From an optimization exercise on the open Yosys and OpenROAD flow, aimed at small area and a short achievable clock period; shortcuts taken in it are not production practice. Function was checked by simulation only, so behaviour that the tests miss may differ from the original.

==> flow/design.v (excerpt) <==
module div64_top (
  input          clk,
  input  [63:0]  a,
  input  [63:0]  b,
  output [63:0]  quotient,
  output [63:0]  remainder
);
For scale: about 14000 cells after synthesis, roughly 260 I/O pins, about 0.14 mm^2 of cells after synthesis.
export LEC_CHECK = 0
export ABC_AREA = 0
export CAP_MARGIN = 20
export CORE_MARGIN = 2
export CORE_UTILIZATION = 50
export GPL_TIMING_DRIVEN = 0
export SLEW_MARGIN = 20
export SYNTH_HIERARCHICAL = 1
create_clock -name core_clock -period 350.0 [get_ports {clk}]
standard.sh (not shown) runs the stock make flow with config.mk's settings and CLKGATE_MAP_FILE= SYNTH_SCRIPT=/design/flow/synth_recipe.tcl, a recipe that flattens the netlist after the stock synthesis.
==> flow/flow/run.sh <==
#!/bin/bash
# Layout flow: the standard flow (standard.sh, its synthesis included)
# with these additions (the clock and the constraints stay the design's):
#  - after floorplanning, downsize.tcl sets logic cells that synthesis had
#    given a larger drive back to drive strength 1;
#  - ports are buffered with sky130_fd_sc_hd__buf_1;
#  - before detailed placement, repair.tcl runs the resizer's timing repair
#    with a setup margin.
# Every tool's output goes to a log file in this folder.
set -euo pipefail
W=$(pwd)
export POST_FLOORPLAN_TCL="$W/flow/downsize.tcl"
export BUFFER_PORTS_ARGS="-buffer_cell sky130_fd_sc_hd__buf_1"
export PRE_DETAIL_PLACE_TCL="$W/flow/repair.tcl"
export MY_SETUP_MARGIN=279.5
bash standard.sh > log_layout.txt 2>&1
==> flow/flow/downsize.tcl <==
# POST_FLOORPLAN_TCL: logic cells that synthesis gave a larger drive go back
# to drive strength 1 (same function); the timing repair after placement
# sizes up what the critical path needs.
set db [ord::get_db]
set block [[$db getChip] getBlock]
set n 0
foreach inst [$block getInsts] {
  set m [[$inst getMaster] getName]
  if { [regexp {^(sky130_fd_sc_hd__(a21oi|a22oi|a211oi|a221oi|a222oi|nor2|nor3|nor4|nand2|nand3|nand4|o21ai|o22ai|mux2|mux2i|xor2|xnor2|inv|and2|or2|a21o|o21a))_([0-9]+)$} $m -> base fn size] } {
    if { $size == 1 } { continue }
    set nm [$db findMaster ${base}_1]
    if { $nm != "NULL" && $nm != "" } {
      $inst swapMaster $nm
      incr n
    }
  }
}
puts "downsize: $n instances set to drive strength 1"
==> flow/flow/repair.tcl <==
# Sourced before detailed placement (PRE_DETAIL_PLACE_TCL): the resizer's
# timing repair on the placed design with a setup margin, so that it
# shortens the critical path although the clock period is met with room.
# Pin swapping and gate cloning are left out (they change the netlist's
# structure beyond sizing and buffering).
source $::env(PLATFORM_DIR)/setRC.tcl
if { [env_var_exists_and_non_empty DONT_USE_CELLS] } {
  set_dont_use $::env(DONT_USE_CELLS)
}
estimate_parasitics -placement
report_worst_slack
log_cmd repair_timing -setup -setup_margin $::env(MY_SETUP_MARGIN) -repair_tns 0 \
  -skip_gate_cloning -skip_pin_swap
estimate_parasitics -placement
report_worst_slack
report_design_area
The baseline went through all stages and came out clean.
Change:
- CAP_MARGIN: 20 -> 50
- CORE_UTILIZATION: 50 -> 35
- PLACE_DENSITY: unset -> 0.7
- SLEW_MARGIN: 20 -> 40
=> Wire length decreases by 1.8%; core utilization is lower by 15 points; die area is higher by 43%.
Change:
- PLACE_DENSITY: 0.7 -> unset
After rerunning: The new run went through all stages and came out clean. Area after synthesis stays the same. Final area rises by 0.53%.
Change:
- CAP_MARGIN: 50 -> 10
- CORE_UTILIZATION: 35 -> 45
- SLEW_MARGIN: 40 -> 10
What happened: With this change the flow finished but failed the layout checks on slew limit. Sequential share of layout area went up by 0.12 points. Global-route usage grows by 7.7 points. Area after synthesis stays the same. First-iteration DRC count grows slightly.

========
div64_top, a different RTL version from the one above (not shown whole).
Size: roughly 260 I/O pins, about 130000 um^2 of cells after synthesis.
Settings: LEC_CHECK=0, ABC_AREA=0, CAP_MARGIN=50, CORE_MARGIN=2, CORE_UTILIZATION=35, GPL_TIMING_DRIVEN=0, SLEW_MARGIN=40, SYNTH_HIERARCHICAL=1; clock period 350.0 ns.
==> flow/flow/run.sh <==
#!/bin/bash
# Layout flow: the standard flow (standard.sh, its synthesis included)
# with these additions (the clock and the constraints stay the design's):
#  - after floorplanning, downsize.tcl sets logic cells that synthesis had
#    given a larger drive back to drive strength 1;
#  - ports are buffered with sky130_fd_sc_hd__buf_1;
#  - from global routing on, the standard flow's own timing repair after
#    global routing runs with a setup margin (SETUP_SLACK_MARGIN), on the
#    worst path only, without pin swapping or gate cloning.
# Every tool's output goes to a log file in this folder.
set -euo pipefail
W=$(pwd)
export POST_FLOORPLAN_TCL="$W/flow/downsize.tcl"
export BUFFER_PORTS_ARGS="-buffer_cell sky130_fd_sc_hd__buf_1"
bash standard.sh cts > log_layout_1.txt 2>&1
export SETUP_SLACK_MARGIN=279.5
export TNS_END_PERCENT=0
export SKIP_PIN_SWAP=1
export SKIP_GATE_CLONING=1
bash standard.sh > log_layout_2.txt 2>&1
Scripts as last shown in full above: flow/flow/downsize.tcl
Next try:
==> flow/flow/run.sh (replaced) <==
#!/bin/bash
# Layout flow: the standard flow (standard.sh, its synthesis included)
# with these additions (the clock and the constraints stay the design's):
#  - after floorplanning, downsize.tcl sets logic cells that synthesis had
#    given a larger drive back to drive strength 1;
#  - ports are buffered with sky130_fd_sc_hd__buf_1;
#  - before detailed placement, repair.tcl runs the resizer's timing repair
#    with a setup margin.
# Every tool's output goes to a log file in this folder.
set -euo pipefail
W=$(pwd)
export POST_FLOORPLAN_TCL="$W/flow/downsize.tcl"
export BUFFER_PORTS_ARGS="-buffer_cell sky130_fd_sc_hd__buf_1"
export PRE_DETAIL_PLACE_TCL="$W/flow/repair.tcl"
export MY_SETUP_MARGIN=279.5
bash standard.sh > log_layout.txt 2>&1
==> flow/flow/repair.tcl (new file) <==
# Sourced before detailed placement (PRE_DETAIL_PLACE_TCL): the resizer's
# timing repair on the placed design with a setup margin, so that it
# shortens the critical path although the clock period is met with room.
# Pin swapping and gate cloning are left out (they change the netlist's
# structure beyond sizing and buffering).
source $::env(PLATFORM_DIR)/setRC.tcl
if { [env_var_exists_and_non_empty DONT_USE_CELLS] } {
  set_dont_use $::env(DONT_USE_CELLS)
}
estimate_parasitics -placement
report_worst_slack
log_cmd repair_timing -setup -setup_margin $::env(MY_SETUP_MARGIN) -repair_tns 0 \
  -skip_gate_cloning -skip_pin_swap
estimate_parasitics -placement
report_worst_slack
report_design_area
After rerunning:
- routed wire length is lower slightly
- synthesized cell count stays the same
- non-clock buffer count is higher by 11
- via count hardly moves
- die area stays the same
- global-route usage is higher by 0.84 points
- maximum frequency is higher by a few percent
- worst setup slack improved by 1800 ps

==> port drivers added, routing unchanged <==
How much do the figures lean on ideal ports? The routed layouts below were timed once more, with nothing changed but the port constraints.
Step 1: set_driving_cell puts a clkbuf_16 on clk and a buf_2 on each other input, an assumption about the parent block.
Step 2 also shifts input and output timing later by t, the mid clock arrival at the registers, as if the neighbouring blocks saw the same clock.
Three values: ideal ports, drivers, drivers and shift; two values: the first two.
| run | t, ns | setup slack, ns | slew at the worst register clock pin (ns) |
|---|---|---|---|
| the first run of note 1 | 0.841 | 275.991 / 275.991 / 275.991 | 0.07 / 0.07 |
| the second run of note 1 | 0.823 | 274.803 / 274.803 / 274.803 | 0.08 / 0.08 |
| the third run of note 1 | 0.856 | 276.028 / 276.028 / 276.028 | 0.08 / 0.08 |
| the fourth run of note 1 | 0.810 | 276.113 / 276.113 / 276.113 | 0.07 / 0.07 |
| the first run of note 2 | 0.849 | 269.439 / 269.439 / 269.439 | 0.07 / 0.07 |
| the second run of note 2 | 0.847 | 271.207 / 271.207 / 271.207 | 0.07 / 0.07 |
